From an optimization exercise on the open Yosys and OpenROAD flow, aimed at small area and a short achievable clock period; shortcuts taken in it are not production practice. The RTL was checked by simulation tests, not by an equivalence proof against the original design. Power is estimated from default activity; no workload was simulated.

<file path="design.v">
`timescale 1ns / 1ps
module FIR_filter #(
    parameter  N1   = 8,
    parameter  N2 = 16 ,
    parameter integer N3  = 32
)(
    input  wire                      clk,
    input  wire                      rst,
    input  wire                      enable,
    input  wire signed [N2-1:0]    input_data,
    output  signed [N3-1:0]   sampleT,
   output   signed [N3-1:0] output_data
);
  reg [15:0] s0;
  reg [16:0] u0, u1, u2, u3, u4, u5;
  reg [5:0] ylo;
  reg yc;
  reg [18:0] yhp, yhg;
  wire vs1, vc2;
  fir_fa u_vs1 (.a(u1[0]), .b(u3[0]), .c(~s0[0]), .s(vs1), .co(vc2));
  wire vs3, vc4;
  fir_fa u_vs3 (.a(u1[1]), .b(u3[1]), .c(~s0[1]), .s(vs3), .co(vc4));
  wire vs5, vc6;
  fir_fa u_vs5 (.a(~u5[1]), .b(vc2), .c(vs3), .s(vs5), .co(vc6));
  wire vs7, vc8;
  fir_fa u_vs7 (.a(u1[2]), .b(u3[2]), .c(~s0[2]), .s(vs7), .co(vc8));
  wire vs9, vc10;
  fir_fa u_vs9 (.a(~u5[2]), .b(vc4), .c(vs7), .s(vs9), .co(vc10));
  wire vs11, vc12;
  fir_fa u_vs11 (.a(u1[3]), .b(u3[3]), .c(~s0[3]), .s(vs11), .co(vc12));
  wire vs13, vc14;
  fir_fa u_vs13 (.a(~u5[3]), .b(vc8), .c(vs11), .s(vs13), .co(vc14));
  wire vs15, vc16;
  fir_fa u_vs15 (.a(u1[4]), .b(u3[4]), .c(~s0[4]), .s(vs15), .co(vc16));
  wire vs17, vc18;
  fir_fa u_vs17 (.a(~u5[4]), .b(vc12), .c(vs15), .s(vs17), .co(vc18));
  wire vs19, vc20;
  fir_fa u_vs19 (.a(u1[5]), .b(u3[5]), .c(~s0[5]), .s(vs19), .co(vc20));
  wire vs21, vc22;
  fir_fa u_vs21 (.a(~u5[5]), .b(vc16), .c(vs19), .s(vs21), .co(vc22));
  wire vs23, vc24;
  fir_fa u_vs23 (.a(u1[6]), .b(u3[6]), .c(~s0[6]), .s(vs23), .co(vc24));
  wire vs25, vc26;
  fir_fa u_vs25 (.a(~u5[6]), .b(vc20), .c(vs23), .s(vs25), .co(vc26));
  wire vs27, vc28;
  fir_fa u_vs27 (.a(u1[7]), .b(u3[7]), .c(~s0[7]), .s(vs27), .co(vc28));
  wire vs29, vc30;
  fir_fa u_vs29 (.a(~u5[7]), .b(vc24), .c(vs27), .s(vs29), .co(vc30));
  wire vs31, vc32;
  fir_fa u_vs31 (.a(u1[8]), .b(u3[8]), .c(~s0[8]), .s(vs31), .co(vc32));
  wire vs33, vc34;
  fir_fa u_vs33 (.a(~u5[8]), .b(vc28), .c(vs31), .s(vs33), .co(vc34));
  wire vs35, vc36;
  fir_fa u_vs35 (.a(u1[9]), .b(u3[9]), .c(~s0[9]), .s(vs35), .co(vc36));
  wire vs37, vc38;
  fir_fa u_vs37 (.a(~u5[9]), .b(vc32), .c(vs35), .s(vs37), .co(vc38));
  wire vs39, vc40;
  fir_fa u_vs39 (.a(u1[10]), .b(u3[10]), .c(~s0[10]), .s(vs39), .co(vc40));
  wire vs41, vc42;
  fir_fa u_vs41 (.a(~u5[10]), .b(vc36), .c(vs39), .s(vs41), .co(vc42));
  wire vs43, vc44;
  fir_fa u_vs43 (.a(u1[11]), .b(u3[11]), .c(~s0[11]), .s(vs43), .co(vc44));
  wire vs45, vc46;
  fir_fa u_vs45 (.a(~u5[11]), .b(vc40), .c(vs43), .s(vs45), .co(vc46));
  wire vs47, vc48;
  fir_fa u_vs47 (.a(u1[12]), .b(u3[12]), .c(~s0[12]), .s(vs47), .co(vc48));
  wire vs49, vc50;
  fir_fa u_vs49 (.a(~u5[12]), .b(vc44), .c(vs47), .s(vs49), .co(vc50));
  wire vs51, vc52;
  fir_fa u_vs51 (.a(u1[13]), .b(u3[13]), .c(~s0[13]), .s(vs51), .co(vc52));
  wire vs53, vc54;
  fir_fa u_vs53 (.a(~u5[13]), .b(vc48), .c(vs51), .s(vs53), .co(vc54));
  wire vs55, vc56;
  fir_fa u_vs55 (.a(u1[14]), .b(u3[14]), .c(~s0[14]), .s(vs55), .co(vc56));
  wire vs57, vc58;
  fir_fa u_vs57 (.a(~u5[14]), .b(vc52), .c(vs55), .s(vs57), .co(vc58));
  wire vs59, vc60;
  fir_fa u_vs59 (.a(u1[15]), .b(u3[15]), .c(s0[15]), .s(vs59), .co(vc60));
  wire vs61, vc62;
  fir_fa u_vs61 (.a(~u5[15]), .b(vc56), .c(vs59), .s(vs61), .co(vc62));
  wire vs63, vc64;
  fir_fa u_vs63 (.a(~u1[16]), .b(~u3[16]), .c(u5[16]), .s(vs63), .co(vc64));
  wire vs65, vc66;
  fir_ha u_vs65 (.a(vc60), .b(vs63), .s(vs65), .co(vc66));
  wire qs67 = ~(~u5[0] ^ vs1);
  wire qc68 = ~u5[0] | vs1;
  wire qs69 = ~(qc68 ^ vs5);
  wire qc70 = qc68 | vs5;
  wire qs71 = ~(~u5[0] ^ vs1);
  wire qc72 = ~u5[0] | vs1;
  wire qs73, qc74;
  fir_fa u_qs73 (.a(vc6), .b(vs9), .c(qs71), .s(qs73), .co(qc74));
  wire qs75, qc76;
  fir_fa u_qs75 (.a(qc70), .b(qs73), .c(~input_data[0]), .s(qs75), .co(qc76));
  wire qs77 = ~(vc10 ^ qc72);
  wire qc78 = vc10 | qc72;
  wire qs79, qc80;
  fir_fa u_qs79 (.a(vs5), .b(vs13), .c(qc74), .s(qs79), .co(qc80));
  wire qs81, qc82;
  fir_fa u_qs81 (.a(qs77), .b(~input_data[1]), .c(~input_data[3]), .s(qs81), .co(qc82));
  wire qs83, qc84;
  fir_fa u_qs83 (.a(qs79), .b(qc76), .c(qs81), .s(qs83), .co(qc84));
  wire qs85, qc86;
  fir_fa u_qs85 (.a(u0[0]), .b(u1[0]), .c(u3[0]), .s(qs85), .co(qc86));
  wire qs87, qc88;
  fir_fa u_qs87 (.a(u4[0]), .b(qs85), .c(vc6), .s(qs87), .co(qc88));
  wire qs89, qc90;
  fir_fa u_qs89 (.a(vc14), .b(vs9), .c(vs17), .s(qs89), .co(qc90));
  wire qs91, qc92;
  fir_fa u_qs91 (.a(qc78), .b(qs87), .c(qs89), .s(qs91), .co(qc92));
  wire qs93, qc94;
  fir_fa u_qs93 (.a(~input_data[2]), .b(~input_data[4]), .c(qc80), .s(qs93), .co(qc94));
  wire qs95, qc96;
  fir_fa u_qs95 (.a(qs91), .b(qc82), .c(qs93), .s(qs95), .co(qc96));
  wire qs97, qc98;
  fir_fa u_qs97 (.a(u0[1]), .b(u1[1]), .c(u3[1]), .s(qs97), .co(qc98));
  wire qs99, qc100;
  fir_fa u_qs99 (.a(u4[1]), .b(qc86), .c(qs97), .s(qs99), .co(qc100));
  wire qs101, qc102;
  fir_fa u_qs101 (.a(vc10), .b(vc18), .c(vs13), .s(qs101), .co(qc102));
  wire qs103, qc104;
  fir_fa u_qs103 (.a(vs21), .b(qs99), .c(qc88), .s(qs103), .co(qc104));
  wire qs105, qc106;
  fir_fa u_qs105 (.a(qc90), .b(qs101), .c(~input_data[3]), .s(qs105), .co(qc106));
  wire qs107, qc108;
  fir_fa u_qs107 (.a(~input_data[5]), .b(qs103), .c(qc92), .s(qs107), .co(qc108));
  wire qs109, qc110;
  fir_fa u_qs109 (.a(qc94), .b(qs105), .c(qs107), .s(qs109), .co(qc110));
  wire qs111, qc112;
  fir_fa u_qs111 (.a(u0[2]), .b(u1[2]), .c(u3[2]), .s(qs111), .co(qc112));
  wire qs113, qc114;
  fir_fa u_qs113 (.a(u4[2]), .b(u2[0]), .c(qc98), .s(qs113), .co(qc114));
  wire qs115, qc116;
  fir_fa u_qs115 (.a(qs111), .b(vc14), .c(vc22), .s(qs115), .co(qc116));
  wire qs117, qc118;
  fir_fa u_qs117 (.a(qc100), .b(qs113), .c(vs17), .s(qs117), .co(qc118));
  wire qs119, qc120;
  fir_fa u_qs119 (.a(vs25), .b(qc102), .c(qs115), .s(qs119), .co(qc120));
  wire qs121, qc122;
  fir_fa u_qs121 (.a(qs117), .b(qc104), .c(~input_data[4]), .s(qs121), .co(qc122));
  wire qs123, qc124;
  fir_fa u_qs123 (.a(~input_data[6]), .b(qs119), .c(qc106), .s(qs123), .co(qc124));
  wire qs125, qc126;
  fir_fa u_qs125 (.a(qs121), .b(qc108), .c(qs123), .s(qs125), .co(qc126));
  wire qs127, qc128;
  fir_fa u_qs127 (.a(u0[3]), .b(u1[3]), .c(u3[3]), .s(qs127), .co(qc128));
  wire qs129, qc130;
  fir_fa u_qs129 (.a(u4[3]), .b(u2[1]), .c(qc112), .s(qs129), .co(qc130));
  wire qs131, qc132;
  fir_fa u_qs131 (.a(qs127), .b(qc114), .c(vc18), .s(qs131), .co(qc132));
  wire qs133, qc134;
  fir_fa u_qs133 (.a(vc26), .b(qs129), .c(vs21), .s(qs133), .co(qc134));
  wire qs135, qc136;
  fir_fa u_qs135 (.a(vs29), .b(qc116), .c(qc118), .s(qs135), .co(qc136));
  wire qs137, qc138;
  fir_fa u_qs137 (.a(qs131), .b(qs133), .c(~input_data[5]), .s(qs137), .co(qc138));
  wire qs139, qc140;
  fir_fa u_qs139 (.a(~input_data[7]), .b(qc120), .c(qs135), .s(qs139), .co(qc140));
  wire qs141, qc142;
  fir_fa u_qs141 (.a(qc122), .b(qs137), .c(qs139), .s(qs141), .co(qc142));
  wire qs143, qc144;
  fir_fa u_qs143 (.a(qc124), .b(qs141), .c(qc126), .s(qs143), .co(qc144));
  wire qs145, qc146;
  fir_fa u_qs145 (.a(u0[4]), .b(u1[4]), .c(u3[4]), .s(qs145), .co(qc146));
  wire qs147, qc148;
  fir_fa u_qs147 (.a(u4[4]), .b(u2[2]), .c(qc128), .s(qs147), .co(qc148));
  wire qs149, qc150;
  fir_fa u_qs149 (.a(qs145), .b(qc130), .c(vc22), .s(qs149), .co(qc150));
  wire qs151, qc152;
  fir_fa u_qs151 (.a(vc30), .b(qs147), .c(vs25), .s(qs151), .co(qc152));
  wire qs153, qc154;
  fir_fa u_qs153 (.a(vs33), .b(qc132), .c(qc134), .s(qs153), .co(qc154));
  wire qs155, qc156;
  fir_fa u_qs155 (.a(qs149), .b(qs151), .c(~input_data[6]), .s(qs155), .co(qc156));
  wire qs157, qc158;
  fir_fa u_qs157 (.a(~input_data[8]), .b(qc136), .c(qs153), .s(qs157), .co(qc158));
  wire qs159, qc160;
  fir_fa u_qs159 (.a(qc138), .b(qs155), .c(qc140), .s(qs159), .co(qc160));
  wire qs161, qc162;
  fir_fa u_qs161 (.a(qs157), .b(qc142), .c(qs159), .s(qs161), .co(qc162));
  wire qs163, qc164;
  fir_fa u_qs163 (.a(u0[5]), .b(u1[5]), .c(u3[5]), .s(qs163), .co(qc164));
  wire qs165, qc166;
  fir_fa u_qs165 (.a(u4[5]), .b(u2[3]), .c(qc146), .s(qs165), .co(qc166));
  wire qs167, qc168;
  fir_fa u_qs167 (.a(qs163), .b(qc148), .c(vc26), .s(qs167), .co(qc168));
  wire qs169, qc170;
  fir_fa u_qs169 (.a(vc34), .b(qs165), .c(vs29), .s(qs169), .co(qc170));
  wire qs171, qc172;
  fir_fa u_qs171 (.a(vs37), .b(qc150), .c(qc152), .s(qs171), .co(qc172));
  wire qs173, qc174;
  fir_fa u_qs173 (.a(qs167), .b(qs169), .c(~input_data[7]), .s(qs173), .co(qc174));
  wire qs175, qc176;
  fir_fa u_qs175 (.a(~input_data[9]), .b(qc154), .c(qs171), .s(qs175), .co(qc176));
  wire qs177, qc178;
  fir_fa u_qs177 (.a(qc156), .b(qs173), .c(qc158), .s(qs177), .co(qc178));
  wire qs179, qc180;
  fir_fa u_qs179 (.a(qs175), .b(qc160), .c(qs177), .s(qs179), .co(qc180));
  wire qs181, qc182;
  fir_fa u_qs181 (.a(u0[6]), .b(u1[6]), .c(u3[6]), .s(qs181), .co(qc182));
  wire qs183, qc184;
  fir_fa u_qs183 (.a(u4[6]), .b(u2[4]), .c(qc164), .s(qs183), .co(qc184));
  wire qs185, qc186;
  fir_fa u_qs185 (.a(qs181), .b(qc166), .c(vc30), .s(qs185), .co(qc186));
  wire qs187, qc188;
  fir_fa u_qs187 (.a(vc38), .b(qs183), .c(vs33), .s(qs187), .co(qc188));
  wire qs189, qc190;
  fir_fa u_qs189 (.a(vs41), .b(qc168), .c(qc170), .s(qs189), .co(qc190));
  wire qs191, qc192;
  fir_fa u_qs191 (.a(qs185), .b(qs187), .c(~input_data[8]), .s(qs191), .co(qc192));
  wire qs193, qc194;
  fir_fa u_qs193 (.a(~input_data[10]), .b(qc172), .c(qs189), .s(qs193), .co(qc194));
  wire qs195, qc196;
  fir_fa u_qs195 (.a(qc174), .b(qs191), .c(qc176), .s(qs195), .co(qc196));
  wire qs197, qc198;
  fir_fa u_qs197 (.a(qs193), .b(qc178), .c(qs195), .s(qs197), .co(qc198));
  wire qs199, qc200;
  fir_fa u_qs199 (.a(u0[7]), .b(u1[7]), .c(u3[7]), .s(qs199), .co(qc200));
  wire qs201, qc202;
  fir_fa u_qs201 (.a(u4[7]), .b(u2[5]), .c(qc182), .s(qs201), .co(qc202));
  wire qs203, qc204;
  fir_fa u_qs203 (.a(qs199), .b(qc184), .c(vc34), .s(qs203), .co(qc204));
  wire qs205, qc206;
  fir_fa u_qs205 (.a(vc42), .b(qs201), .c(vs37), .s(qs205), .co(qc206));
  wire qs207, qc208;
  fir_fa u_qs207 (.a(vs45), .b(qc186), .c(qc188), .s(qs207), .co(qc208));
  wire qs209, qc210;
  fir_fa u_qs209 (.a(qs203), .b(qs205), .c(~input_data[9]), .s(qs209), .co(qc210));
  wire qs211, qc212;
  fir_fa u_qs211 (.a(~input_data[11]), .b(qc190), .c(qs207), .s(qs211), .co(qc212));
  wire qs213, qc214;
  fir_fa u_qs213 (.a(qc192), .b(qs209), .c(qc194), .s(qs213), .co(qc214));
  wire qs215, qc216;
  fir_fa u_qs215 (.a(qs211), .b(qc196), .c(qs213), .s(qs215), .co(qc216));
  wire qs217, qc218;
  fir_fa u_qs217 (.a(u0[8]), .b(u1[8]), .c(u3[8]), .s(qs217), .co(qc218));
  wire qs219, qc220;
  fir_fa u_qs219 (.a(u4[8]), .b(u2[6]), .c(qc200), .s(qs219), .co(qc220));
  wire qs221, qc222;
  fir_fa u_qs221 (.a(qs217), .b(qc202), .c(vc38), .s(qs221), .co(qc222));
  wire qs223, qc224;
  fir_fa u_qs223 (.a(vc46), .b(qs219), .c(vs41), .s(qs223), .co(qc224));
  wire qs225, qc226;
  fir_fa u_qs225 (.a(vs49), .b(qc204), .c(qc206), .s(qs225), .co(qc226));
  wire qs227, qc228;
  fir_fa u_qs227 (.a(qs221), .b(qs223), .c(~input_data[10]), .s(qs227), .co(qc228));
  wire qs229, qc230;
  fir_fa u_qs229 (.a(~input_data[12]), .b(qc208), .c(qs225), .s(qs229), .co(qc230));
  wire qs231, qc232;
  fir_fa u_qs231 (.a(qc210), .b(qs227), .c(qc212), .s(qs231), .co(qc232));
  wire qs233, qc234;
  fir_fa u_qs233 (.a(qs229), .b(qc214), .c(qs231), .s(qs233), .co(qc234));
  wire qs235, qc236;
  fir_fa u_qs235 (.a(u0[9]), .b(u1[9]), .c(u3[9]), .s(qs235), .co(qc236));
  wire qs237, qc238;
  fir_fa u_qs237 (.a(u4[9]), .b(u2[7]), .c(qc218), .s(qs237), .co(qc238));
  wire qs239, qc240;
  fir_fa u_qs239 (.a(qs235), .b(qc220), .c(vc42), .s(qs239), .co(qc240));
  wire qs241, qc242;
  fir_fa u_qs241 (.a(vc50), .b(qs237), .c(vs45), .s(qs241), .co(qc242));
  wire qs243, qc244;
  fir_fa u_qs243 (.a(vs53), .b(qc222), .c(qc224), .s(qs243), .co(qc244));
  wire qs245, qc246;
  fir_fa u_qs245 (.a(qs239), .b(qs241), .c(~input_data[11]), .s(qs245), .co(qc246));
  wire qs247, qc248;
  fir_fa u_qs247 (.a(~input_data[13]), .b(qc226), .c(qs243), .s(qs247), .co(qc248));
  wire qs249, qc250;
  fir_fa u_qs249 (.a(qc228), .b(qs245), .c(qc230), .s(qs249), .co(qc250));
  wire qs251, qc252;
  fir_fa u_qs251 (.a(qs247), .b(qc232), .c(qs249), .s(qs251), .co(qc252));
  wire qs253, qc254;
  fir_fa u_qs253 (.a(u0[10]), .b(u1[10]), .c(u3[10]), .s(qs253), .co(qc254));
  wire qs255, qc256;
  fir_fa u_qs255 (.a(u4[10]), .b(u2[8]), .c(qc236), .s(qs255), .co(qc256));
  wire qs257, qc258;
  fir_fa u_qs257 (.a(qs253), .b(qc238), .c(vc46), .s(qs257), .co(qc258));
  wire qs259, qc260;
  fir_fa u_qs259 (.a(vc54), .b(qs255), .c(vs49), .s(qs259), .co(qc260));
  wire qs261, qc262;
  fir_fa u_qs261 (.a(vs57), .b(qc240), .c(qc242), .s(qs261), .co(qc262));
  wire qs263, qc264;
  fir_fa u_qs263 (.a(qs257), .b(qs259), .c(~input_data[12]), .s(qs263), .co(qc264));
  wire qs265, qc266;
  fir_fa u_qs265 (.a(~input_data[14]), .b(qc244), .c(qs261), .s(qs265), .co(qc266));
  wire qs267, qc268;
  fir_fa u_qs267 (.a(qc246), .b(qs263), .c(qc248), .s(qs267), .co(qc268));
  wire qs269, qc270;
  fir_fa u_qs269 (.a(qs265), .b(qc250), .c(qs267), .s(qs269), .co(qc270));
  wire qs271, qc272;
  fir_fa u_qs271 (.a(u0[11]), .b(u1[11]), .c(u3[11]), .s(qs271), .co(qc272));
  wire qs273, qc274;
  fir_fa u_qs273 (.a(u4[11]), .b(u2[9]), .c(qc254), .s(qs273), .co(qc274));
  wire qs275, qc276;
  fir_fa u_qs275 (.a(qs271), .b(qc256), .c(vc50), .s(qs275), .co(qc276));
  wire qs277, qc278;
  fir_fa u_qs277 (.a(vc58), .b(qs273), .c(vs53), .s(qs277), .co(qc278));
  wire qs279, qc280;
  fir_fa u_qs279 (.a(vs61), .b(qc258), .c(qc260), .s(qs279), .co(qc280));
  wire qs281, qc282;
  fir_fa u_qs281 (.a(qs275), .b(qs277), .c(~input_data[13]), .s(qs281), .co(qc282));
  wire qs283, qc284;
  fir_fa u_qs283 (.a(input_data[15]), .b(qc262), .c(qs279), .s(qs283), .co(qc284));
  wire qs285, qc286;
  fir_fa u_qs285 (.a(qc264), .b(qs281), .c(qc266), .s(qs285), .co(qc286));
  wire qs287, qc288;
  fir_fa u_qs287 (.a(qs283), .b(qc268), .c(qs285), .s(qs287), .co(qc288));
  wire qs289, qc290;
  fir_fa u_qs289 (.a(u0[12]), .b(u1[12]), .c(u3[12]), .s(qs289), .co(qc290));
  wire qs291, qc292;
  fir_fa u_qs291 (.a(u4[12]), .b(u2[10]), .c(qc272), .s(qs291), .co(qc292));
  wire qs293, qc294;
  fir_fa u_qs293 (.a(qs289), .b(vs65), .c(qc274), .s(qs293), .co(qc294));
  wire qs295, qc296;
  fir_fa u_qs295 (.a(vc54), .b(vc62), .c(qs291), .s(qs295), .co(qc296));
  wire qs297, qc298;
  fir_fa u_qs297 (.a(vs57), .b(qc276), .c(qs293), .s(qs297), .co(qc298));
  wire qs299, qc300;
  fir_fa u_qs299 (.a(qc278), .b(qs295), .c(~input_data[14]), .s(qs299), .co(qc300));
  wire qs301, qc302;
  fir_fa u_qs301 (.a(qc280), .b(qs297), .c(qc282), .s(qs301), .co(qc302));
  wire qs303, qc304;
  fir_fa u_qs303 (.a(qs299), .b(qc284), .c(qs301), .s(qs303), .co(qc304));
  wire qs305, qc306;
  fir_fa u_qs305 (.a(qc286), .b(qs303), .c(qc288), .s(qs305), .co(qc306));
  wire qs307, qc308;
  fir_fa u_qs307 (.a(u0[13]), .b(u1[13]), .c(u3[13]), .s(qs307), .co(qc308));
  wire qs309, qc310;
  fir_fa u_qs309 (.a(u4[13]), .b(u2[11]), .c(vc64), .s(qs309), .co(qc310));
  wire qs311, qc312;
  fir_fa u_qs311 (.a(qc290), .b(qs307), .c(vc66), .s(qs311), .co(qc312));
  wire qs313, qc314;
  fir_fa u_qs313 (.a(qc292), .b(vc58), .c(qs309), .s(qs313), .co(qc314));
  wire qs315, qc316;
  fir_fa u_qs315 (.a(vs61), .b(qc294), .c(qs311), .s(qs315), .co(qc316));
  wire qs317, qc318;
  fir_fa u_qs317 (.a(qc296), .b(qs313), .c(qc298), .s(qs317), .co(qc318));
  wire qs319, qc320;
  fir_fa u_qs319 (.a(qs315), .b(input_data[15]), .c(qc300), .s(qs319), .co(qc320));
  wire qs321, qc322;
  fir_fa u_qs321 (.a(qs317), .b(qc302), .c(qs319), .s(qs321), .co(qc322));
  wire qs323, qc324;
  fir_ha u_qs323 (.a(qc304), .b(qs321), .s(qs323), .co(qc324));
  wire qs325, qc326;
  fir_fa u_qs325 (.a(u0[14]), .b(u1[14]), .c(u3[14]), .s(qs325), .co(qc326));
  wire qs327 = ~(u4[14] ^ u2[12]);
  wire qc328 = u4[14] | u2[12];
  wire qs329, qc330;
  fir_fa u_qs329 (.a(qc308), .b(qs325), .c(qs327), .s(qs329), .co(qc330));
  wire qs331, qc332;
  fir_fa u_qs331 (.a(vs65), .b(qc310), .c(vc62), .s(qs331), .co(qc332));
  wire qs333, qc334;
  fir_fa u_qs333 (.a(qs329), .b(qc312), .c(qc314), .s(qs333), .co(qc334));
  wire qs335, qc336;
  fir_fa u_qs335 (.a(qs331), .b(qc316), .c(qs333), .s(qs335), .co(qc336));
  wire qs337, qc338;
  fir_fa u_qs337 (.a(qc318), .b(qs335), .c(qc320), .s(qs337), .co(qc338));
  wire qs339, qc340;
  fir_ha u_qs339 (.a(qc322), .b(qs337), .s(qs339), .co(qc340));
  wire qs341, qc342;
  fir_fa u_qs341 (.a(u0[15]), .b(u1[15]), .c(u3[15]), .s(qs341), .co(qc342));
  wire qs343 = ~(u4[15] ^ u2[13]);
  wire qc344 = u4[15] | u2[13];
  wire qs345, qc346;
  fir_fa u_qs345 (.a(vc64), .b(qc326), .c(qc328), .s(qs345), .co(qc346));
  wire qs347, qc348;
  fir_fa u_qs347 (.a(qs341), .b(qs343), .c(vc66), .s(qs347), .co(qc348));
  wire qs349, qc350;
  fir_fa u_qs349 (.a(qc330), .b(qs345), .c(qs347), .s(qs349), .co(qc350));
  wire qs351, qc352;
  fir_fa u_qs351 (.a(qc332), .b(qc334), .c(qs349), .s(qs351), .co(qc352));
  wire qs353, qc354;
  fir_fa u_qs353 (.a(qc336), .b(qs351), .c(qc338), .s(qs353), .co(qc354));
  wire qs355, qc356;
  fir_fa u_qs355 (.a(~u0[16]), .b(~u1[16]), .c(~u3[16]), .s(qs355), .co(qc356));
  wire qs357, qc358;
  fir_fa u_qs357 (.a(~u4[16]), .b(u2[14]), .c(qc342), .s(qs357), .co(qc358));
  wire qs359, qc360;
  fir_fa u_qs359 (.a(qc344), .b(qs355), .c(qc346), .s(qs359), .co(qc360));
  wire qs361, qc362;
  fir_fa u_qs361 (.a(qs357), .b(qc348), .c(qs359), .s(qs361), .co(qc362));
  wire qs363, qc364;
  fir_fa u_qs363 (.a(qc350), .b(qs361), .c(qc352), .s(qs363), .co(qc364));
  wire qs365 = ~(u2[15] ^ qc356);
  wire qc366 = u2[15] | qc356;
  wire qs367, qc368;
  fir_fa u_qs367 (.a(qc358), .b(qs365), .c(qc360), .s(qs367), .co(qc368));
  wire qs369, qc370;
  fir_ha u_qs369 (.a(qc362), .b(qs367), .s(qs369), .co(qc370));
  wire qs371 = ~(~u2[16] ^ qc366);
  wire qc372 = ~u2[16] | qc366;
  wire qs373, qc374;
  fir_ha u_qs373 (.a(qs371), .b(qc368), .s(qs373), .co(qc374));
  wire [6:0] qa = {1'b0, qc96, qc84, qs83, ~input_data[2], qs69, qs67};
  wire [6:0] qb = {1'b0, qs109, qs95, 1'b0, qs75, ~input_data[1], ~input_data[0]};
  wire [6:0] ylo_next_p = qa ^ qb;
  wire [6:0] ylo_next_g = qa & qb;
  wire [5:0] ylo_next_c;
  fir_pfx_ylo_next u_pfx_ylo_next (.p(ylo_next_p[5:0]), .g(ylo_next_g[5:0]), .c(ylo_next_c));
  wire [6:0] ylo_next = ylo_next_p ^ {ylo_next_c, 1'b0};
  wire [18:0] yha_next = {1'b1, qc372, qs373, qs369, qs363, qc340, qs339, qs323, qs305, qc270, qc252, qc234, qc216, qc198, qc180, qc162, qs161, qs143, qc110};
  wire [18:0] yhb_next = {1'b0, qc374, qc370, qc364, qc354, qs353, qc324, qc306, 1'b0, qs287, qs269, qs251, qs233, qs215, qs197, qs179, qc144, 1'b0, qs125};
  wire [18:0] yhp_next = yha_next ^ yhb_next;
  wire [18:0] yhg_next = yha_next & yhb_next;
  wire [16:0] ui_a = {input_data[15], input_data};
  wire [16:0] ui_b = {s0[15], s0};
  wire [16:0] u_in_p = ui_a ^ ui_b;
  wire [16:0] u_in_g = ui_a & ui_b;
  wire [15:0] u_in_c;
  fir_pfx_u_in u_pfx_u_in (.p(u_in_p[15:0]), .g(u_in_g[15:0]), .c(u_in_c));
  wire [16:0] u_in = u_in_p ^ {u_in_c, 1'b0};
  wire [19:0] yo_p = {yhp, 1'b0};
  wire [19:0] yo_g = {yhg, yc};
  wire [18:0] yo_c;
  fir_pfx_yo u_pfx_yo (.p(yo_p[18:0]), .g(yo_g[18:0]), .c(yo_c));
  wire [19:0] yo = yo_p ^ {yo_c, 1'b0};
  wire yo_sgn0;
  fir_xor u_yo_sgn0 (.a(yo_p[19]), .b(yo_c[18]), .y(yo_sgn0));
  wire yo_sgn1;
  fir_xor u_yo_sgn1 (.a(yo_p[19]), .b(yo_c[18]), .y(yo_sgn1));
  wire yo_sgn2;
  fir_xor u_yo_sgn2 (.a(yo_p[19]), .b(yo_c[18]), .y(yo_sgn2));
  wire yo_sgn3;
  fir_xor u_yo_sgn3 (.a(yo_p[19]), .b(yo_c[18]), .y(yo_sgn3));
  wire [24:0] y = {yo[19:1], ylo};
  wire [7:0] ysign = {{2{yo_sgn3}}, {2{yo_sgn2}}, {2{yo_sgn1}}, {2{yo_sgn0}}};
  wire ld, hold;
  fir_ctl u_ctl (.rst(rst), .enable(enable), .ld(ld), .hold(hold));
  always @(posedge clk) begin
    ylo <= ({6{ld}} & ylo_next[5:0]) | ({6{hold}} & ylo);
    yc <= ({1{ld}} & ylo_next[6]) | ({1{hold}} & yc);
    yhp <= ({19{ld}} & yhp_next) | ({19{hold}} & yhp);
    yhg <= (({19{ld}} & yhg_next) | ({19{hold}} & yhg)) & 19'b0111111101111111101;
    s0 <= ({16{ld}} & input_data) | ({16{hold}} & s0);
    u0 <= ({17{ld}} & u_in) | ({17{hold}} & u0);
    u1 <= ({17{ld}} & u0) | ({17{hold}} & u1);
    u2 <= ({17{ld}} & u1) | ({17{hold}} & u2);
    u3 <= ({17{ld}} & u2) | ({17{hold}} & u3);
    u4 <= ({17{ld}} & u3) | ({17{hold}} & u4);
    u5 <= ({17{ld}} & u4) | ({17{hold}} & u5);
  end
  assign output_data = {ysign, y[23:0]};
  assign sampleT = {{16{s0[15]}}, s0};
endmodule
module fir_fa (input wire a, input wire b, input wire c, output wire s, output wire co);
  assign s = a ^ b ^ c;
  assign co = (a & b) | (a & c) | (b & c);
endmodule
module fir_ha (input wire a, input wire b, output wire s, output wire co);
  assign s = a ^ b;
  assign co = a & b;
endmodule
module fir_ctl (input wire rst, input wire enable, output wire ld, output wire hold);
  assign ld = enable & ~rst;
  assign hold = ~enable & ~rst;
endmodule
module fir_xor (input wire a, input wire b, output wire y);
  assign y = a ^ b;
endmodule
module fir_pfx_ylo_next (input wire [5:0] p, input wire [5:0] g, output wire [5:0] c);
  wire G1 = g[1] | (p[1] & g[0]);
  wire P2 = p[1] & p[0];
  wire G3 = g[3] | (p[3] & g[2]);
  wire P4 = p[3] & p[2];
  wire G5 = g[5] | (p[5] & g[4]);
  wire P6 = p[5] & p[4];
  wire G7 = g[2] | (p[2] & G1);
  wire P8 = p[2] & P2;
  wire G9 = G3 | (P4 & G1);
  wire P10 = P4 & P2;
  wire G11 = g[4] | (p[4] & G9);
  wire P12 = p[4] & P10;
  wire G13 = G5 | (P6 & G9);
  wire P14 = P6 & P10;
  assign c = {G13, G11, G9, G7, G1, g[0]};
endmodule
module fir_pfx_yo (input wire [18:0] p, input wire [18:0] g, output wire [18:0] c);
  wire G1 = g[1] | (p[1] & g[0]);
  wire P2 = p[1] & p[0];
  wire G3 = g[2] | (p[2] & g[1]);
  wire P4 = p[2] & p[1];
  wire G5 = g[3] | (p[3] & g[2]);
  wire P6 = p[3] & p[2];
  wire G7 = g[4] | (p[4] & g[3]);
  wire P8 = p[4] & p[3];
  wire G9 = g[5] | (p[5] & g[4]);
  wire P10 = p[5] & p[4];
  wire G11 = g[6] | (p[6] & g[5]);
  wire P12 = p[6] & p[5];
  wire G13 = g[7] | (p[7] & g[6]);
  wire P14 = p[7] & p[6];
  wire G15 = g[8] | (p[8] & g[7]);
  wire P16 = p[8] & p[7];
  wire G17 = g[9] | (p[9] & g[8]);
  wire P18 = p[9] & p[8];
  wire G19 = g[10] | (p[10] & g[9]);
  wire P20 = p[10] & p[9];
  wire G21 = g[11] | (p[11] & g[10]);
  wire P22 = p[11] & p[10];
  wire G23 = g[12] | (p[12] & g[11]);
  wire P24 = p[12] & p[11];
  wire G25 = g[13] | (p[13] & g[12]);
  wire P26 = p[13] & p[12];
  wire G27 = g[14] | (p[14] & g[13]);
  wire P28 = p[14] & p[13];
  wire G29 = g[15] | (p[15] & g[14]);
  wire P30 = p[15] & p[14];
  wire G31 = g[16] | (p[16] & g[15]);
  wire P32 = p[16] & p[15];
  wire G33 = g[17] | (p[17] & g[16]);
  wire P34 = p[17] & p[16];
  wire G35 = g[18] | (p[18] & g[17]);
  wire P36 = p[18] & p[17];
  wire G37 = G3 | (P4 & g[0]);
  wire P38 = P4 & p[0];
  wire G39 = G5 | (P6 & G1);
  wire P40 = P6 & P2;
  wire G41 = G7 | (P8 & G3);
  wire P42 = P8 & P4;
  wire G43 = G9 | (P10 & G5);
  wire P44 = P10 & P6;
  wire G45 = G11 | (P12 & G7);
  wire P46 = P12 & P8;
  wire G47 = G13 | (P14 & G9);
  wire P48 = P14 & P10;
  wire G49 = G15 | (P16 & G11);
  wire P50 = P16 & P12;
  wire G51 = G17 | (P18 & G13);
  wire P52 = P18 & P14;
  wire G53 = G19 | (P20 & G15);
  wire P54 = P20 & P16;
  wire G55 = G21 | (P22 & G17);
  wire P56 = P22 & P18;
  wire G57 = G23 | (P24 & G19);
  wire P58 = P24 & P20;
  wire G59 = G25 | (P26 & G21);
  wire P60 = P26 & P22;
  wire G61 = G27 | (P28 & G23);
  wire P62 = P28 & P24;
  wire G63 = G29 | (P30 & G25);
  wire P64 = P30 & P26;
  wire G65 = G31 | (P32 & G27);
  wire P66 = P32 & P28;
  wire G67 = G33 | (P34 & G29);
  wire P68 = P34 & P30;
  wire G69 = G35 | (P36 & G31);
  wire P70 = P36 & P32;
  wire G71 = G41 | (P42 & g[0]);
  wire P72 = P42 & p[0];
  wire G73 = G43 | (P44 & G1);
  wire P74 = P44 & P2;
  wire G75 = G45 | (P46 & G37);
  wire P76 = P46 & P38;
  wire G77 = G47 | (P48 & G39);
  wire P78 = P48 & P40;
  wire G79 = G49 | (P50 & G41);
  wire P80 = P50 & P42;
  wire G81 = G51 | (P52 & G43);
  wire P82 = P52 & P44;
  wire G83 = G53 | (P54 & G45);
  wire P84 = P54 & P46;
  wire G85 = G55 | (P56 & G47);
  wire P86 = P56 & P48;
  wire G87 = G57 | (P58 & G49);
  wire P88 = P58 & P50;
  wire G89 = G59 | (P60 & G51);
  wire P90 = P60 & P52;
  wire G91 = G61 | (P62 & G53);
  wire P92 = P62 & P54;
  wire G93 = G63 | (P64 & G55);
  wire P94 = P64 & P56;
  wire G95 = G65 | (P66 & G57);
  wire P96 = P66 & P58;
  wire G97 = G67 | (P68 & G59);
  wire P98 = P68 & P60;
  wire G99 = G69 | (P70 & G61);
  wire P100 = P70 & P62;
  wire G101 = G79 | (P80 & g[0]);
  wire P102 = P80 & p[0];
  wire G103 = G81 | (P82 & G1);
  wire P104 = P82 & P2;
  wire G105 = G83 | (P84 & G37);
  wire P106 = P84 & P38;
  wire G107 = G85 | (P86 & G39);
  wire P108 = P86 & P40;
  wire G109 = G87 | (P88 & G71);
  wire P110 = P88 & P72;
  wire G111 = G89 | (P90 & G73);
  wire P112 = P90 & P74;
  wire G113 = G91 | (P92 & G75);
  wire P114 = P92 & P76;
  wire G115 = G93 | (P94 & G77);
  wire P116 = P94 & P78;
  wire G117 = G95 | (P96 & G79);
  wire P118 = P96 & P80;
  wire G119 = G97 | (P98 & G81);
  wire P120 = P98 & P82;
  wire G121 = G99 | (P100 & G83);
  wire P122 = P100 & P84;
  wire G123 = G117 | (P118 & g[0]);
  wire P124 = P118 & p[0];
  wire G125 = G119 | (P120 & G1);
  wire P126 = P120 & P2;
  wire G127 = G121 | (P122 & G37);
  wire P128 = P122 & P38;
  assign c = {G127, G125, G123, G115, G113, G111, G109, G107, G105, G103, G101, G77, G75, G73, G71, G39, G37, G1, g[0]};
endmodule
module fir_pfx_u_in (input wire [15:0] p, input wire [15:0] g, output wire [15:0] c);
  wire G1 = g[1] | (p[1] & g[0]);
  wire P2 = p[1] & p[0];
  wire G3 = g[3] | (p[3] & g[2]);
  wire P4 = p[3] & p[2];
  wire G5 = g[5] | (p[5] & g[4]);
  wire P6 = p[5] & p[4];
  wire G7 = g[7] | (p[7] & g[6]);
  wire P8 = p[7] & p[6];
  wire G9 = g[9] | (p[9] & g[8]);
  wire P10 = p[9] & p[8];
  wire G11 = g[11] | (p[11] & g[10]);
  wire P12 = p[11] & p[10];
  wire G13 = g[13] | (p[13] & g[12]);
  wire P14 = p[13] & p[12];
  wire G15 = g[15] | (p[15] & g[14]);
  wire P16 = p[15] & p[14];
  wire G17 = G3 | (P4 & G1);
  wire P18 = P4 & P2;
  wire G19 = G7 | (P8 & G5);
  wire P20 = P8 & P6;
  wire G21 = G11 | (P12 & G9);
  wire P22 = P12 & P10;
  wire G23 = G15 | (P16 & G13);
  wire P24 = P16 & P14;
  wire G25 = G19 | (P20 & G17);
  wire P26 = P20 & P18;
  wire G27 = G23 | (P24 & G21);
  wire P28 = P24 & P22;
  wire G29 = G27 | (P28 & G25);
  wire P30 = P28 & P26;
  wire G31 = G21 | (P22 & G25);
  wire P32 = P22 & P26;
  wire G33 = G5 | (P6 & G17);
  wire P34 = P6 & P18;
  wire G35 = G9 | (P10 & G25);
  wire P36 = P10 & P26;
  wire G37 = G13 | (P14 & G31);
  wire P38 = P14 & P32;
  wire G39 = g[2] | (p[2] & G1);
  wire P40 = p[2] & P2;
  wire G41 = g[4] | (p[4] & G17);
  wire P42 = p[4] & P18;
  wire G43 = g[6] | (p[6] & G33);
  wire P44 = p[6] & P34;
  wire G45 = g[8] | (p[8] & G25);
  wire P46 = p[8] & P26;
  wire G47 = g[10] | (p[10] & G35);
  wire P48 = p[10] & P36;
  wire G49 = g[12] | (p[12] & G31);
  wire P50 = p[12] & P32;
  wire G51 = g[14] | (p[14] & G37);
  wire P52 = p[14] & P38;
  assign c = {G29, G51, G37, G49, G31, G47, G35, G45, G25, G43, G33, G41, G17, G39, G1, g[0]};
endmodule
</file>
<file path="flow/run.sh">
#!/bin/bash
# The standard layout (the standard.sh, unchanged synthesis and steps), with the
# port buffers that the flow inserts on every input and output made from buf_1 cells,
# and repair_timing asked for more setup slack than the 12 ns clock needs.
# make's output goes to layout.log; each tool's own log is under orfs/logs/.
set -euo pipefail
bash standard.sh 'BUFFER_PORTS_ARGS=-buffer_cell sky130_fd_sc_hd__buf_1' SETUP_SLACK_MARGIN=7.6 TNS_END_PERCENT=5 finish > layout.log 2>&1
</file>
<file path="standard.sh">
#!/bin/bash
# synth_recipe.tcl (not shown) runs the flow's synth.tcl, then flattens the netlist and writes it again
# the make line also repeats each setting of config.mk as NAME=value (left out here)
make -C /OpenROAD-flow-scripts/flow DESIGN_CONFIG=/design/flow/config.mk WORK_HOME=/design/flow/orfs CLKGATE_MAP_FILE= SYNTH_SCRIPT=/design/flow/synth_recipe.tcl "${@:-finish}"
</file>
<file path="config.mk">
export PLATFORM = sky130hd
export DESIGN_NAME = FIR_filter
export DESIGN_NICKNAME = FIR_filter
export VERILOG_FILES = /design/flow/design.v
export SDC_FILE = /design/flow/constraint.sdc
export NUM_CORES = 4
export LEC_CHECK = 0
export CAP_MARGIN = 20
export CORE_MARGIN = 2
export CORE_UTILIZATION = 85
export CTS_BUF_LIST = sky130_fd_sc_hd__clkbuf_8
export CTS_CLUSTER_DIAMETER = 100
export CTS_CLUSTER_SIZE = 40
export PLACE_DENSITY = 0.9
export SLEW_MARGIN = 20
export SYNTH_HIERARCHICAL = 1
export SYNTH_MINIMUM_KEEP_SIZE = 0
</file>
<file path="constraint.sdc">
create_clock -name core_clock -period 12.0 [get_ports {clk}]
set_input_delay 2.4000 -clock core_clock [delete_from_list [all_inputs] [get_ports {clk}]]
set_output_delay 2.4000 -clock core_clock [all_outputs]
set_load 0.01 [all_outputs]
</file>
==> results by group, run 1 <==
Status
  – Status: no timing/DRC/antenna violations

Clocking
  – Clock tree buffer depth: 2
  – Sink Count: 160
  – CTS HTree Levels: 4
  – Total CTS buffers: 17
  – Clock transition at the registers of the reported paths: 0.09 ns
  – Skew-Pair Late Insertion Delay: 0.46 ns
  – CTS Hold Bufs: 0
  – TritonCTS clock tree: done
  – Root Buffer: clkbuf_8

Critical path
  – Worst-path cell chain: nand2_1 -> o211ai_2 -> a41o_1 -> nand4_1 -> a21oi_4 -> buf_6 -> xor2_2 -> buf_2
  – CP top delay family: compound AO/OA/AOI/OAI gates
  – CP Buf/Inv Count: 2
  – Max stage delay cell, worst path: dfxtp_4
  – CP Max Fanout: 3
  – Crit path DAT: 2.38 ns
  – Setup crit start kind: register
  – Critical path class: reg2out
  – Worst Setup End Kind: output pin
  – Slowest stage delay, CP: 0.37 ns
  – Critical Path RT: 9.60 ns

Layout
  – Layout Cell Area excl Fill: 11330 um2
  – Antenna fix cells: 0
  – Post-route non-filler standard cell count: 1074
  – Area growth syn-to-layout: 4.105%
  – Layout cells sized above 1: 0.1208
  – Final Util: 0.9013
  – # nets final: 1131

Placed design
  – Port Buf Inserts: 82
  – Detailed Place HPWL: 17250 um
  – Post-placement cell count: 1028
  – Placer Congestion: 0.8903
  – Dpl cell area: 10680 um2

Yosys
  – Largest family of logic cells by synthesized area: adder cells
  – Post-Synth Simple-Gate Area: 0.01920
  – Synth Register Bits: 160
  – Post-Syn Instances: 866
  – EDFF count, synth: 0
  – Mux cell area share after synthesis: 0
  – Most used DFF post-synth: dfxtp_1
  – Synth Area in Compound Gates: 0.1743
  – Netlist cell types: 45
  – YS warnings: 7
  – Adder-Cell Fraction of Synth Area: 0.3765
  – Post-synthesis sequential area ratio: 0.2944
  – Synthesized area per cell: 12.57 um2
  – Ys async rst share: 0
  – Post-synthesis xor/xnor area fraction: 0.03461
  – Synth Cell Area: 10880 um2

Global routing
  – First-pass GRT wire length: 40560 um
  – Initial antenna violation count: 0
  – Total GRT Usage: 0.4026
  – Vias in the first global route: 7566
  – Largest net degree at the start of global routing: 106
  – Total gr overflow: 0

Drt
  – First DRT Iteration DRCs: 890
  – Via/cell ratio: 6.939
  – Wire per inst: 25.65 um
  – Final WL: 27550 um
  – DR DRC count: 0
  – DRT antenna net count: 0
  – DR vias: 7452
  – DR pass1 iterations: 5

Die
  – Die ar.: 13720 um2
  – Initial Util: 0.8658
  – IO Pins: 83
  – DIE HEIGHT: 117.1 um
  – Core ar.: 12570 um2
  – Die width: 117.1 um
  – Cell Rows: 41

Timing
  – Worst slew margin: 0.2695
  – Final Skew: 0.009591 ns
  – Peak Freq: 209.4 MHz
  – Hold Fails Final Rpt: 0
  – Final Max Tran Viols: 0
  – Tcrit/Tclk final: 0.3980
  – RSZ-0062 raised after global routing: yes
  – Fin crit period: 4.775 ns
  – Setup TNS: 0 ns
  – Worst Tran Pin Value: 1.096 ns
  – # setup viols final: 0

Power
  – VDD IR max: 117.3 uV
  – Tot Pwr: 2.290 mW
  – PD cells: 202.1 nW/um2
  – Leakage: 5.125 nW

Flow run
  – Max-cap violation count: 0

Min path
  – Min-delay worst type: reg2reg
layout make-up:
cell class	count	area, um2
fill	477	1240
sequential	160	3244
inverter	74	290.3
clock inverter	15	153.9
multi-input combinational	536	6734
clock buffer	17	234.0
timing repair buffer	100	456.7
tap	172	215.2
Yosys cell counts (all sizes together) (3+ instances only):
cell type / count / area (um2)
fa: 174 / 3483
a22o: 160 / 1401
dfxtp: 160 / 3203
buf: 101 / 818.3
inv: 74 / 277.8
ha: 49 / 613.1
xor2: 43 / 376.6
a21o: 27 / 204.0
a21oi: 10 / 65.06
nor2: 9 / 33.78
o21ai: 9 / 48.80
nand2: 7 / 26.28
and3: 4 / 25.02
nand3: 3 / 20.02
nor3: 3 / 15.01
modules after synthesis (local to each module, per instance):
module,times used,cells inside,flip-flops and latches,area [um2]
fir_pfx_ylo_next,1,18,0,132.6
fir_ha,5,1,0,12.51
fir_xor,4,1,0,8.758
fir_pfx_u_in,1,51,0,356.6
fir_fa,174,1,0,20.02
FIR_filter,1,534,160,6272
fir_ctl,1,2,0,17.52
fir_pfx_yo,1,78,0,521.8
worst register-to-register path: stages, from the launching register on:
cell	delay [ns]
dfxtp_1	0.39
inv_1	0.09
fa_1	0.53
fa_1	0.51
fa_1	0.48
fa_1	0.46
fa_1	0.45
fa_1	0.41
fa_2	0.36
fa_2	0.39
ha_4	0.22
a22o_1	0.22
worst paths after layout:
path | from | to | slack (ns) | depth (start not counted)
setup / recovery | yhp[2]$_DFF_P_ | output_data[28] | 7.22 | 8
hold / removal | ylo[0]$_DFF_P_ | ylo[0]$_DFF_P_ | 0.49 | 1
hold reg to reg | ylo[0]$_DFF_P_ | ylo[0]$_DFF_P_ | 0.49 | 1
setup reg to reg | s0[9]$_DFF_P_ | yhp[11]$_DFF_P_ | 7.38 | 11
report_power, final:
group | switching (mW) | total, mW | leakage (nW) | internal [mW]
clock network | 0.206 | 0.407 | 0.210 | 0.201
registers | 0.0654 | 0.653 | 1.31 | 0.588
logic | 0.654 | 1.23 | 3.60 | 0.576
flip-flops by register name, summed over array words and instances, names as in the netlist, 17 cells and up:
signal and count:
u3 17, u0 17, u4 17, u2 17, u1 17, yhp 19, u5 17
cells in the final DEF, fill, tap and decap left out, types with 7 or more instances in the layout:
| cell | synthesis | layout |
|---|---|---|
| dfxtp_1 | 160 | 143 |
| nor2_1 | 9 | 7 |
| a22o_1 | 160 | 160 |
| dfxtp_2 | 0 | 9 |
| xor2_1 | 43 | 38 |
| a21oi_2 | 4 | 8 |
| dfxtp_4 | 0 | 8 |
| ha_1 | 49 | 48 |
| a21o_1 | 26 | 26 |
| clkbuf_8 | 0 | 17 |
| fa_1 | 174 | 170 |
| buf_2 | 12 | 8 |
| buf_4 | 65 | 17 |
| nand2_1 | 7 | 7 |
| buf_1 | 0 | 74 |
| inv_1 | 73 | 76 |
timing repair:
action | 4_1_cts | 5_1_grt
pin swaps | 8 | 6
endpoints found under the setup margin | 30 | 40
resized for setup | 41 | 16
buffers inserted | 4 | 10
hold endpoints to repair | 0 | 0
layer usage:
metal,wire length [um],global-route usage
met1,9894,0.5156
met2,13500,0.6621
met3,2627,0.09166
met4,1523,0.1867
met5,0,0
metrics by stage:
step	hold WS (ns)	worst slack, ns
global route	0.5094	7.090
CTS	0.4854	7.346
finish	0.4858	7.225
detailed placement	0.4588	6.884
global placement	0.4512	6.972
floorplan	0.4392	7.366
cell families after synthesis:
kind of cell,Yosys count
AOI/OAI and AO/OA,226
xor gates and xnor gates,43
adders and majority gates,223
buffers and inverters,175
DFF,160
other,1
and+or+nand+nor,38
==> run 2: changes to the inputs <==
--- a/config.mk
+++ b/config.mk
@@ -8,9 +8,9 @@
 export CAP_MARGIN = 20
 export CORE_MARGIN = 2
-export CORE_UTILIZATION = 85
+export CORE_UTILIZATION = 75
 export CTS_BUF_LIST = sky130_fd_sc_hd__clkbuf_8
 export CTS_CLUSTER_DIAMETER = 100
 export CTS_CLUSTER_SIZE = 40
-export PLACE_DENSITY = 0.9
+export PLACE_DENSITY = 0.8
 export SLEW_MARGIN = 20
 export SYNTH_HIERARCHICAL = 1
==> run 2 against run 1 <==
  * Area after synthesis is the same
  * Routed wire length is 23% lower
  * Critical endpoint is now output_data[23]
  * Largest power group unchanged
  * Clock-buffer cell count is 1 higher
  * Critical path type unchanged
  * Global-route usage down 11 points
==> results by group, run 2 <==
Power
  – PD cells: 189.3 nW/um2
  – Leakage: 5.081 nW
  – VDD IR max: 127.5 uV

Die
  – Core ar.: 14370 um2
  – Die ar.: 15490 um2
  – DIE HEIGHT: 124.5 um
  – Initial Util: 0.7573
  – IO Pins: 83
  – Die width: 124.5 um
  – Cell Rows: 44

Critical path
  – Critical Path RT: 9.60 ns
  – Worst-path cell chain: a21o_1 -> a21o_1 -> a21oi_2 -> a31oi_2 -> a221o_1 -> xor2_1 -> buf_2
  – CP Max Fanout: 7
  – Critical path class: reg2out
  – Critical Path Start: yhp[10]$_DFF_P_
  – Slowest stage delay, CP: 0.38 ns
  – Max stage delay cell, worst path: dfxtp_2
  – FF-to-FF Start: s0[11]$_DFF_P_
  – Crit path DAT: 2.16 ns
  – Setup crit start kind: register
  – CP dominant cell by count: a21o_1
  – Worst Setup End Kind: output pin

Yosys
  – Post-synthesis sequential area ratio: 0.2944
  – Synth Register Bits: 160
  – Post-Syn Instances: 866
  – Synth Cell Area: 10880 um2
  – Synth area leaders: fa_1 32%, dfxtp_1 29%, a22o_1 13%
  – Netlist cell types: 45
  – YS warnings: 7
  – Most used DFF post-synth: dfxtp_1
  – Cell taking the most area after synthesis: fa_1
  – Top-area cell type share of the netlist area: 0.3201
  – EDFF count, synth: 0
  – Ys async rst share: 0
  – Cell with the most instances after synthesis: fa_1
  – Synthesized area per cell: 12.57 um2
  – Top post-synthesis cells by count: 174 x fa_1, 160 x a22o_1, 160 x dfxtp_1

Drt
  – DR DRC count: 0
  – Final WL: 21260 um
  – Via/cell ratio: 6.128
  – DRT antenna net count: 0
  – First DRT Iteration DRCs: 404
  – Wire per inst: 19.81 um
  – DR vias: 6575
  – DR pass1 iterations: 5

Clocking
  – Clock transition at the registers of the reported paths: 0.09 ns
  – Sink Count: 160
  – TritonCTS clock tree: done
  – CTS HTree Levels: 4
  – Skew-Pair Late Insertion Delay: 0.47 ns
  – Total CTS buffers: 17
  – Root Buffer: clkbuf_8
  – Clock tree buffer depth: 2

Global routing
  – GRT busiest layer: met2
  – Met1 Use GR: 0.4123
  – GR met2 Demand/Resource: 0.4558
  – Initial antenna violation count: 0
  – Total gr overflow: 0
  – First-pass GRT wire length: 35390 um
  – Total GRT Usage: 0.2892
  – Met3 Track Usage GR: 0.06229
  – Largest net degree at the start of global routing: 95
  – Vias in the first global route: 6920

Placed design
  – Port Buf Inserts: 82
  – Dpl cell area: 10690 um2
  – Pre-CTS setup slack: 6.871 ns
  – Placer Congestion: 0.8912
  – Detailed Place HPWL: 16170 um

Timing
  – Worst slew margin: 0.3686
  – Hold Fails Final Rpt: 0
  – Tcrit/Tclk final: 0.3799
  – # setup viols final: 0
  – RSZ-0062 raised after global routing: yes
  – Worst Tran Pin Value: 0.9471 ns
  – Final Skew: 0.009632 ns
  – Worst setup margin: 7.442 ns
  – Fin crit period: 4.558 ns
  – Final Max Tran Viols: 0
  – Peak Freq: 219.4 MHz
  – Setup TNS: 0 ns

Layout
  – # nets final: 1120
  – Commonest non-fill, non-tap cell in the layout: fa_1
  – Layout Cell Area excl Fill: 11260 um2
  – Area growth syn-to-layout: 3.507%
  – Reg with most FFs: yhp
  – Antenna fix cells: 0
  – Layout cells sized above 1: 0.1125
  – Max reg flops: 19
  – Commonest non-fill, non-tap cells in the layout: 169 x fa_1, 160 x a22o_1, 142 x dfxtp_1

Status
  – Status: no timing/DRC/antenna violations

Min path
  – Min-delay worst type: reg2reg
  – Worst Hold Launch: u5[5]$_DFF_P_

Flow run
  – Max-cap violation count: 0
## run 2: cell types whose count changed in the layout (fill, tap and decap cells not counted), moves of 2 or more
cell / before / now
buf_1: 74 / 69
dfxtp_2: 9 / 12
clkinv_4: 0 / 2
clkinv_2: 5 / 0
xor2_2: 5 / 1
buf_4: 17 / 7
buf_2: 8 / 13
dfxtp_4: 8 / 6
xor2_1: 38 / 42
## run 2: path summary, 6_finish.rpt
check | to | slack, ns | depth (start not counted)
worst max register to register | yhp[11]$_DFF_P_ | 7.49 | 11
worst max-delay path | output_data[23] | 7.44 | 7
worst min-delay path | u5[5]$_DFF_P_ | 0.48 | 1
worst min register to register | u5[5]$_DFF_P_ | 0.48 | 1
## run 2: cells by family after synthesis
| group | count (synthesis) | share of synthesized area |
|---|---|---|
| xor gates and xnor gates | 43 | 0.03461 |
| adders and majority gates | 223 | 0.3765 |
| and+or+nand+nor | 38 | 0.01920 |
| AOI/OAI and AO/OA | 226 | 0.1743 |
| DFF | 160 | 0.2944 |
| other | 1 | 0.0003446 |
| buffers and inverters | 175 | 0.1007 |
## run 2: per-module statistics from Yosys, one instance, submodules excluded, a selection
module / flops+latches / times used / cells
FIR_filter: 160 / 1 / 534
fir_pfx_u_in: 0 / 1 / 51
fir_fa: 0 / 174 / 1
fir_ctl: 0 / 1 / 2
fir_ha: 0 / 5 / 1
fir_xor: 0 / 4 / 1
## run 2: what timing repair did
item                       CTS  global route
hold endpoints to repair     0             0
setup endpoints to repair   28            36
hold buffers                 0             0
setup buffers                3             0
pin swaps                   13             6
resized for setup           44            13
## run 2: final cells by class
type,count,area [um2]
Multi-Input combinational cell,536,6706
Sequential cell,160,3241
Fill cell,895,3105
Timing Repair Buffer,89,376.6
Inverter,74,290.3
Clock buffer,18,247.7
Tap cell,184,230.2
Clock inverter,12,171.4
## run 2: metal layers
layer  vias to the layer above  part of all wire
met3                        28             0.048
met1                      3413              0.46
met5                         -                 0
met2                       176              0.47
met4                         0             0.016
li1                       2958                 -
## run 2: per-stage QoR
stage	power, mW	instances	utilization	hold WS, ns
floorplan	1.481	871	-	0.4392
global placement	1.627	1040	0.7442	0.4513
detailed placement	1.691	1040	0.7442	0.4525
CTS	2.141	1073	0.7815	0.4792
global route	2.321	1073	0.7839	0.4925
finish	2.132	1073	0.7839	0.4785
## run 2: report_power, final
part | switching [mW] | internal, mW | leakage (nW)
Clock | 0.201 | 0.228 | 0.211
Combinational | 0.537 | 0.518 | 3.56
Sequential | 0.0601 | 0.588 | 1.31
Total | 0.798 | 1.33 | 5.08
## run 2: critical path: cells and delay by family, from the launching register on
| family | cells | cell delay, ns |
|---|---|---|
| AO/OA/AOI/OAI | 5 | 1.04 |
| XOR/XNOR | 1 | 0.14 |
| buffers and inverters | 1 | 0.14 |
| flip-flops | 1 | 0.38 |
==> run 3: changes to the inputs <==
--- a/config.mk
+++ b/config.mk
@@ -12,4 +12,5 @@
 export CTS_CLUSTER_DIAMETER = 100
 export CTS_CLUSTER_SIZE = 40
+export GPL_TIMING_DRIVEN = 1
 export PLACE_DENSITY = 0.8
 export SLEW_MARGIN = 20
==> run 3 against run 2 <==
  * Die area is the same
  * Routed wire length is the same
  * Clock skew is the same
  * Flip-flop and latch count is the same
  * Design area is the same
  * Critical path type unchanged
==> results by group, run 3 <==
Layout
  – Multi-input gate area: 6706 um2
  – # fillers: 895
  – Antenna fix cells: 0
  – # nets final: 1120
  – Commonest non-fill, non-tap cell in the layout: fa_1
  – Layout cells sized above 1: 0.1125
  – Commonest non-fill, non-tap cells in the layout: 169 x fa_1, 160 x a22o_1, 142 x dfxtp_1
  – Area growth syn-to-layout: 3.507%
  – Max reg flops: 19
  – Reg area: 3241 um2
  – Layout Cell Area excl Fill: 11260 um2
  – Reg with most FFs: yhp
  – Final Util: 0.7839

Clocking
  – Clock tree buffer depth: 2
  – Sink Count: 160
  – TritonCTS clock tree: done
  – CTS HTree Levels: 4
  – Root Buffer: clkbuf_8
  – Total CTS buffers: 17
  – CTS Hold Bufs: 0
  – Clock transition at the registers of the reported paths: 0.09 ns
  – Skew-Pair Late Insertion Delay: 0.47 ns

Critical path
  – Setup crit start kind: register
  – Max stage delay cell, worst path: dfxtp_2
  – Worst Setup End Kind: output pin
  – Slowest stage delay, CP: 0.38 ns
  – Critical Path RT: 9.60 ns
  – Crit path DAT: 2.16 ns
  – CP Max Fanout: 7
  – CP dominant cell by count: a21o_1
  – Worst-path cell chain: a21o_1 -> a21o_1 -> a21oi_2 -> a31oi_2 -> a221o_1 -> xor2_1 -> buf_2
  – Critical path class: reg2out

Die
  – Die ar.: 15490 um2
  – Die width: 124.5 um
  – Initial Util: 0.7573
  – Cell Rows: 44
  – DIE HEIGHT: 124.5 um
  – Core ar.: 14370 um2
  – IO Pins: 83

Power
  – Tot Pwr: 2.132 mW
  – VDD IR max: 127.5 uV
  – Leakage: 5.081 nW
  – PD cells: 189.3 nW/um2

Timing
  – Worst slew margin: 0.3686
  – Peak Freq: 219.4 MHz
  – Hold Fails Final Rpt: 0
  – Final Max Tran Viols: 0
  – # setup viols final: 0
  – Tcrit/Tclk final: 0.3799
  – Setup TNS: 0 ns
  – RSZ-0062 raised after global routing: yes
  – Final Skew: 0.009632 ns
  – Worst setup margin: 7.442 ns
  – Worst Tran Pin Value: 0.9471 ns
  – Fin crit period: 4.558 ns

Min path
  – Min-delay worst type: reg2reg

Drt
  – First DRT Iteration DRCs: 404
  – DRT antenna net count: 0
  – DR DRC count: 0
  – Via/cell ratio: 6.128
  – DR vias: 6575
  – DR pass1 iterations: 5
  – Wire per inst: 19.81 um
  – Final WL: 21260 um

Global routing
  – Largest net degree at the start of global routing: 95
  – First-pass GRT wire length: 35390 um
  – Vias in the first global route: 6920
  – Total GRT Usage: 0.2892
  – Initial antenna violation count: 0
  – Total gr overflow: 0

Placed design
  – Dpl cell area: 10690 um2
  – Port Buf Inserts: 82
  – Placer Congestion: 0.8912
  – Pre-CTS setup slack: 6.871 ns
  – Detailed Place HPWL: 16170 um

Yosys
  – Synthesized area per cell: 12.57 um2
  – Netlist cell types: 45
  – Post-Syn Instances: 866
  – Synth Cell Area: 10880 um2
  – YS warnings: 7
  – Post-synthesis sequential area ratio: 0.2944
  – EDFF count, synth: 0
  – Synth Register Bits: 160
  – Synth area leaders: fa_1 32%, dfxtp_1 29%, a22o_1 13%
  – Cell with the most instances after synthesis: fa_1
  – Top-area cell type share of the netlist area: 0.3201
  – Cell taking the most area after synthesis: fa_1
  – Ys async rst share: 0
  – Top post-synthesis cells by count: 174 x fa_1, 160 x a22o_1, 160 x dfxtp_1
  – Most used DFF post-synth: dfxtp_1

Flow run
  – Max-cap violation count: 0

Status
  – Status: no timing/DRC/antenna violations
## run 3: cell counts after synthesis
Identical to the previous run, type by type.
## run 3: final timing paths
kind | from | endpoint | slack, ns | depth (start not counted)
worst min-delay path | u5[5]$_DFF_P_ | u5[5]$_DFF_P_ | 0.48 | 1
worst max-delay path | yhp[10]$_DFF_P_ | output_data[23] | 7.44 | 7
worst max register to register | s0[11]$_DFF_P_ | yhp[11]$_DFF_P_ | 7.49 | 11
worst min register to register | u5[5]$_DFF_P_ | u5[5]$_DFF_P_ | 0.48 | 1
## run 3: final cells by class
type                            instances  area share
Sequential cell                       160      0.2877
Clock inverter                         12     0.01522
Timing Repair Buffer                   89     0.03344
Multi-Input combinational cell        536      0.5954
Inverter                               74     0.02577
Tap cell                              184     0.02044
Clock buffer                           18     0.02200
## run 3: per-module statistics from Yosys, one instance, submodules excluded
module	cells	area (um2)
FIR_filter	534	6272
fir_ctl	2	17.52
fir_fa	1	20.02
fir_ha	1	12.51
fir_pfx_u_in	51	356.6
fir_pfx_ylo_next	18	132.6
fir_pfx_yo	78	521.8
fir_xor	1	8.758
## run 3: report_power, final
| part | switching [mW] | total [mW] | internal (mW) |
|---|---|---|---|
| registers | 0.0601 | 0.648 | 0.588 |
| clock network | 0.201 | 0.429 | 0.228 |
| logic | 0.537 | 1.05 | 0.518 |
## run 3: critical path: cells and delay by family (launching register included)
family | cells | cell delay [ns]
AOI/OAI and AO/OA | 5 | 1.04
xor gates and xnor gates | 1 | 0.14
DFF | 1 | 0.38
buffers and inverters | 1 | 0.14
## run 3: cell families after synthesis
group                      Yosys count  share of synthesized area
AOI/OAI and AO/OA                  226                     0.1743
xor gates and xnor gates            43                    0.03461
adders and majority gates          223                     0.3765
buffers and inverters              175                     0.1007
DFF                                160                     0.2944
other                                1                  0.0003446
and+or+nand+nor                     38                    0.01920
## run 3: metrics by stage
stage | hold WS [ns] | instances
2_1_floorplan | 0.4392 | 871
3_3_place_gp | 0.4513 | 1040
3_5_place_dp | 0.4525 | 1040
4_1_cts | 0.4792 | 1073
5_1_grt | 0.4925 | 1073
6_report | 0.4785 | 1073
## run 3: layer usage
layer | vias to the layer above | wire [um] | GRT usage
met2 | 176 | 10050 | 0.4558
met5 | - | 0 | 0
met1 | 3413 | 9846 | 0.4123
met3 | 28 | 1019 | 0.06229
met4 | 0 | 344 | 0.08262
li1 | 2958 | - | -
## run 3: what timing repair did
item                       CTS  global route
setup endpoints to repair   28            36
gates resized for setup     44            13
setup buffers                3             0
pin swaps                   13             6
==> run 4: changes to the inputs <==
--- a/config.mk
+++ b/config.mk
@@ -9,8 +9,7 @@
 export CORE_MARGIN = 2
 export CORE_UTILIZATION = 75
-export CTS_BUF_LIST = sky130_fd_sc_hd__clkbuf_8
-export CTS_CLUSTER_DIAMETER = 100
-export CTS_CLUSTER_SIZE = 40
-export GPL_TIMING_DRIVEN = 1
+export CTS_BUF_LIST = sky130_fd_sc_hd__clkbuf_8 sky130_fd_sc_hd__clkbuf_16
+export CTS_CLUSTER_DIAMETER = 60
+export CTS_CLUSTER_SIZE = 25
 export PLACE_DENSITY = 0.8
 export SLEW_MARGIN = 20
==> run 4 against run 3 <==
  * Design area up 1.9%
  * Setup slack worse by 0.0087 ns
  * Sequential power about the same
  * Area after synthesis unchanged
  * Maximum frequency down 0.19%
  * Clock power up 32%
  * Global-route usage up 1.7 points
  * Via count up 1.3%
  * Routed wire length up 5.4%
  * Clock-buffer cell count unchanged
  * Flip-flop and latch count unchanged
  * Critical path depth unchanged
  * Critical path type unchanged
==> results by group, run 4 <==
Timing
  – Worst setup margin: 7.433 ns
  – Worst Tran Pin Value: 0.9726 ns
  – Tcrit/Tclk final: 0.3806
  – RSZ-0062 raised after global routing: yes
  – Final Skew: 0.01263 ns
  – Fin crit period: 4.567 ns

Placed design
  – Placer Congestion: 0.8912
  – Pre-CTS setup slack: 6.871 ns

Yosys
  – Cell with the most instances after synthesis: fa_1
  – Synth Cell Area: 10880 um2
  – Ys async rst share: 0
  – Synth Register Bits: 160
  – Post-synthesis sequential area ratio: 0.2944
  – Cell taking the most area after synthesis: fa_1
  – YS warnings: 7
  – Synthesized area per cell: 12.57 um2

Drt
  – First DRT Iteration DRCs: 414
  – DR pass1 iterations: 5
  – Wire per inst: 20.82 um
  – Via/cell ratio: 6.192
  – DRT antenna net count: 0

Die
  – Die ar.: 15490 um2
  – Cell Rows: 44

Global routing
  – Initial antenna violation count: 0
  – Largest net degree at the start of global routing: 95
  – First-pass GRT wire length: 37090 um
  – Total gr overflow: 0
  – Vias in the first global route: 7201

Status
  – Status: no timing/DRC/antenna violations

Min path
  – Min-delay worst type: reg2reg

Layout
  – Max reg flops: 19
  – Area growth syn-to-layout: 5.485%
  – Commonest non-fill, non-tap cell in the layout: fa_1
  – Final Util: 0.7989
  – Antenna fix cells: 0
  – # nets final: 1123
  – Commonest non-fill, non-tap cells in the layout: 168 x fa_1, 160 x a22o_1, 143 x dfxtp_1

Clocking
  – Root Buffer: clkbuf_16
  – Skew-Pair Late Insertion Delay: 0.44 ns
  – CTS HTree Levels: 4
  – Clock tree buffer depth: 2
  – TritonCTS clock tree: done
  – Total CTS buffers: 17
  – Clock transition at the registers of the reported paths: 0.06 ns

Power
  – VDD IR max: 144.4 uV
  – PD cells: 201.8 nW/um2

Critical path
  – Max stage delay cell, worst path: a2111oi_4
  – CP Buf/Inv Count: 1
  – Crit path DAT: 2.17 ns
run 4: where the power goes:
group	switching, mW	leakage, nW	internal (mW)
Combinational	0.561	3.58	0.538
Clock	0.219	0.298	0.349
Sequential	0.0611	1.31	0.588
Total	0.842	5.18	1.47
run 4: cell type report:
type	instances	area [um2]
Tap cell	184	230.2
Clock inverter	12	171.4
Inverter	74	290.3
Timing Repair Buffer	92	399.1
Sequential cell	160	3234
Multi-Input combinational cell	536	6714
Fill cell	847	2890
Clock buffer	18	439.2
run 4: cell families after synthesis:
kind of cell,count (synthesis),share of synthesized area
DFF,160,0.2944
other,1,0.0003446
buffers and inverters,175,0.1007
xor gates and xnor gates,43,0.03461
adders and majority gates,223,0.3765
AOI/OAI and AO/OA,226,0.1743
and+or+nand+nor,38,0.01920
run 4: metrics by stage:
step	cells	cell area (um2)
5_1_grt	1076	11480
3_5_place_dp	1040	10690
3_3_place_gp	1040	10690
2_1_floorplan	871	10940
6_report	1076	11480
4_1_cts	1076	11460
run 4: worst reg2reg max path, stage by stage (launching register included):
cell and delay [ns]:
dfxtp_1 0.39, inv_1 0.07, fa_1 0.46, fa_1 0.45
fa_1 0.47, fa_1 0.53, fa_2 0.37, fa_1 0.51
fa_2 0.39, fa_2 0.39, ha_4 0.22, a22o_1 0.19
run 4: worst paths after layout:
kind | startpoint | end | slack (ns)
worst max register to register | s0[10]$_DFF_P_ | yhp[11]$_DFF_P_ | 7.46
worst min-delay path | u5[2]$_DFF_P_ | u5[2]$_DFF_P_ | 0.47
worst max-delay path | yhp[12]$_DFF_P_ | output_data[25] | 7.43
worst min register to register | u5[2]$_DFF_P_ | u5[2]$_DFF_P_ | 0.47
run 4: per-module statistics from Yosys (local to each module, per instance):
module            cell area (um2)  cells inside  flip-flops and latches
FIR_filter                   6272           534                     160
fir_ctl                     17.52             2                       0
fir_fa                      20.02             1                       0
fir_ha                      12.51             1                       0
fir_pfx_u_in                356.6            51                       0
fir_pfx_ylo_next            132.6            18                       0
fir_pfx_yo                  521.8            78                       0
fir_xor                     8.758             1                       0
run 4: metal layers:
layer | up-vias | GRT usage | part of all wire
li1 | 2973 | - | -
met2 | 197 | 0.4876 | 0.48
met1 | 3459 | 0.4207 | 0.45
met5 | - | 0 | 0
met4 | 0 | 0.1011 | 0.019
met3 | 34 | 0.07302 | 0.051
run 4: what timing repair did:
| action | 4_1_cts | 5_1_grt |
|---|---|---|
| setup buffers | 6 | 0 |
| gates resized for setup | 48 | 6 |
| setup endpoints to repair | 29 | 37 |
| pin swaps | 13 | 2 |

Setup slack of run 4, layout unchanged: 7.433 ns with ideal ports, 7.388 ns with driving cells assumed (clock clkbuf_16, inputs buf_2), 7.029 ns with port delays also shifted by the 0.474 ns mid clock arrival.
